This design comes from an exercise in tuning for small area and a short achievable clock period on the open sky130 flow, not from production work.
RTL that was checked went through simulation tests only; none was proved equivalent to the original.

==> flow/design.v (excerpt) <==
module top_module(
    input [11:0] angleIn,
    input [11:0] setPoint,
    input [7:0] kp,
    input [7:0] ki,
    input [7:0] kd,
    input clk,
    input rst,
    output signed [8:0] dutyCycleOut
    );
For scale: about 84 flip-flops, about 59 I/O pins.
Settings: LEC_CHECK=0, CAP_MARGIN=20, CORE_MARGIN=2, CORE_UTILIZATION=60, CTS_BUF_LIST=sky130_fd_sc_hd__clkbuf_8, SLEW_MARGIN=20, SYNTH_HIERARCHICAL=1; clock period 16.0 ns.
standard.sh (not shown) runs the stock make flow with config.mk's settings and CLKGATE_MAP_FILE= SYNTH_SCRIPT=/design/flow/synth_recipe.tcl, a recipe that flattens the netlist after the stock synthesis.
==> flow/flow/run.sh <==
#!/bin/bash
# The standard layout (standard.sh, unchanged synthesis), with:
#  - timing repair aimed past the clock period: SETUP_SLACK_MARGIN from
#    flow/margin.txt, repair limited to sizing moves (the SDC is unchanged);
#  - plain buffers (buf_1, resized as needed) on the ports instead of delay cells;
#  - sizing not restricted to the same cell footprint.
set -euo pipefail
MARGIN=$(cat flow/margin.txt)
bash standard.sh SETUP_SLACK_MARGIN=$MARGIN \
  BUFFER_PORTS_ARGS="-buffer_cell sky130_fd_sc_hd__buf_1" MATCH_CELL_FOOTPRINT=0 \
  SETUP_MOVE_SEQUENCE=unbuffer,sizeup,swap finish > standard_make.log 2>&1
==> flow/flow/margin.txt <==
11.4
==> next run, changes <==
--- a/flow/design.v
+++ b/flow/design.v
@@ -11,20 +11,22 @@
     );
     reg signed [12:0] e_r;       
     reg [12:0] pen_r;            
     reg [8:0] kpd_r;             
     reg [7:0] kd_r, ki_r;
     reg rst_r;                   
     reg [20:0] in_r;             
     reg [8:0] ylo_r;             
     reg inr_r;                   
     reg pos_r;                   
+    reg outr_r;                  
+    reg neg_r;                   
     wire signed [20:0] integ = ~in_r;
     wire w1;
     wire w2;
     wire w3;
     wire w4;
     wire w5;
     wire w6;
     wire w7;
     wire w8;
     wire w9;
@@ -1387,27 +1389,31 @@
         kpd_r <= kpd;
         kd_r <= kd;
         ki_r <= ki;
         if (rst_r) in_r <= ~21'd0;
         else if (integ > 255) in_r <= ~21'd255;
         else if (integ < -255) in_r <= ~(-21'sd255);
         else in_r <= isum_n;
         if (rst | rst_r) begin
             ylo_r <= 9'd0;
             inr_r <= 1'b1;
+            outr_r <= 1'b0;
         end else begin
             ylo_r <= y_lo;
             inr_r <= in_range;
+            outr_r <= ~in_range;
         end
         pos_r <= s_pos;
+        neg_r <= ~s_pos;
     end
-    assign dutyCycleOut = inr_r ? ylo_r : pos_r ? 9'sd255 : -9'sd255;
+    assign dutyCycleOut[3:0] = inr_r ? ylo_r[3:0] : {{3{pos_r}}, 1'b1};
+    assign dutyCycleOut[8:4] = outr_r ? {neg_r, {4{~neg_r}}} : ylo_r[8:4];
 endmodule
 module pid_fa(input a, input b, input ci, output s, output co);
     assign s = a ^ b ^ ci;
     assign co = (a & b) | (ci & (a ^ b));
 endmodule
 module pid_ha(input a, input b, output s, output co);
     assign s = a ^ b;
     assign co = a & b;
 endmodule
 module pid_hao(input a, input b, output s, output co);
=> The changed run finished clean. Design area rises by 1.0%. Maximum frequency drops by 2.4%. Synthesized area is higher by 0.47%. Global-route usage decreases by 0.79 points. Non-clock buffer count climbs by 2. Clock-buffer cell count does not change. Flip-flop and latch count rises by 2. Cell count stays flat.
For the second run of this note, only the layout was checked, not whether the RTL still works.

Setup of 03-15:
Another version of the RTL of top_module (not shown whole).
Size in the first run: ~1,200 cells after synthesis, ~86 flip-flops, ~59 I/O pins, about 0.012 sq mm of cells after synthesis.
export LEC_CHECK = 0
export CAP_MARGIN = 20
export CORE_MARGIN = 2
export CORE_UTILIZATION = 60
export CTS_BUF_LIST = sky130_fd_sc_hd__clkbuf_8
export SLEW_MARGIN = 20
export SYNTH_HIERARCHICAL = 1
create_clock -name core_clock -period 16.0 [get_ports {clk}]
Scripts as last shown in full above: flow/flow/run.sh, flow/flow/margin.txt
03-15: full flow OK, the timing, design-rule and antenna checks passed
> inputs changed (03-15 -> 05-08)
--- a/flow/design.v
+++ b/flow/design.v
@@ -12,20 +12,18 @@
     reg signed [12:0] e_r;       
     reg [12:0] pen_r;            
     reg [8:0] kpd_r;             
     reg [7:0] kd_r, ki_r;
     reg rst_r;                   
     reg [20:0] in_r;             
     reg [8:0] ylo_r;             
     reg inr_r;                   
     reg pos_r;                   
-    reg outr_r;                  
-    reg neg_r;                   
     wire signed [20:0] integ = ~in_r;
     wire w1;
     wire w2;
     wire w3;
     wire w4;
     wire w5;
     wire w6;
     wire w7;
     wire w8;
@@ -1374,29 +1372,25 @@
         kd_r <= kd;
         ki_r <= ki;
         if (rst_r) in_r <= ~21'd0;
         else if (integ > 255) in_r <= ~21'd255;
         else if (integ < -255) in_r <= ~(-21'sd255);
         else in_r <= isum_n;
         if (rst | rst_r) begin
             ylo_r <= 9'd0;
             inr_r <= 1'b1;
-            outr_r <= 1'b0;
         end else begin
             ylo_r <= y_lo;
             inr_r <= in_range;
-            outr_r <= ~in_range;
         end
         pos_r <= s_pos;
-        neg_r <= ~s_pos;
     end
-    assign dutyCycleOut[3:0] = inr_r ? ylo_r[3:0] : {{3{pos_r}}, 1'b1};
-    assign dutyCycleOut[8:4] = outr_r ? {neg_r, {4{~neg_r}}} : ylo_r[8:4];
+    assign dutyCycleOut = inr_r ? ylo_r : pos_r ? 9'sd255 : -9'sd255;
 endmodule
 module pid_fa(input a, input b, input ci, output s, output co);
     assign s = a ^ b ^ ci;
     assign co = (a & b) | (ci & (a ^ b));
 endmodule
 module pid_ha(input a, input b, output s, output co);
     assign s = a ^ b;
     assign co = a & b;
 endmodule
==> comparison <==
05-08 finished every step from synthesis to the final layout, and the layout passed the timing, design-rule and antenna checks.
NOTE synthesized cell count 03-15->05-08 increased slightly
Measured against each other, 03-15 and 05-08 differ in weighted congestion reported at the end of routability-driven placement, the lower figure coming from 05-08.
From 03-15 to 05-08 the numbers moved as follows: compound-cell area share of the yosys netlist rose 0.17 points, via count of the first global-routing pass rose 1.1%.
A capturing instance or port of the critical path of e_r[8] is what 03-15 shows, while inr_r belongs to 05-08.
In the metrics for 03-15 and 05-08, the one carrying the lower synthesized-area fraction occupied by adder cells is 05-08.
Sequential share of layout area is higher on 03-15
No functional check of the RTL was part of any run of this note.

port drivers added, routing unchanged:
No port has a modelled driver above. Below, the same layouts with a new extraction and two added sets of constraints.
Step 1 sets driving cells, clkbuf_16 on the clock port and buf_2 on the other inputs (assumed; they add their load-dependent delay and slew).
Step 2, shift: input delay + t, output delay - t, t = (earliest + latest rising clock arrival at the registers) / 2. This alone moves slack from input paths to output paths.
Three values: no drivers, after step 1, after step 2; two values: the first two.
run | t, ns | setup WS [ns] | hold slack, ns | clock arrival spread, ns | worst data-port slew with drivers (ns)
the first run of note 1 | 0.429 | 11.321 / 11.275 / 11.032 | 0.527 / 0.527 / 0.527 | 0.015 / 0.015 | 0.04
the second run of note 1 | 0.420 | 11.204 / 11.204 / 10.784 | 0.527 / 0.527 / 0.527 | 0.012 / 0.012 | 0.06
03-15 | 0.422 | 11.151 / 11.128 / 10.706 | 0.524 / 0.524 / 0.524 | 0.010 / 0.010 | 0.07
05-08 | 0.438 | 11.225 / 11.225 / 10.846 | 0.527 / 0.527 / 0.527 | 0.022 / 0.022 | 0.05
After both steps setup and hold are still met in every run listed. The setup slack of 03-15, which loses most, moves by -0.023 ns with the drivers and by -0.445 ns with both steps.
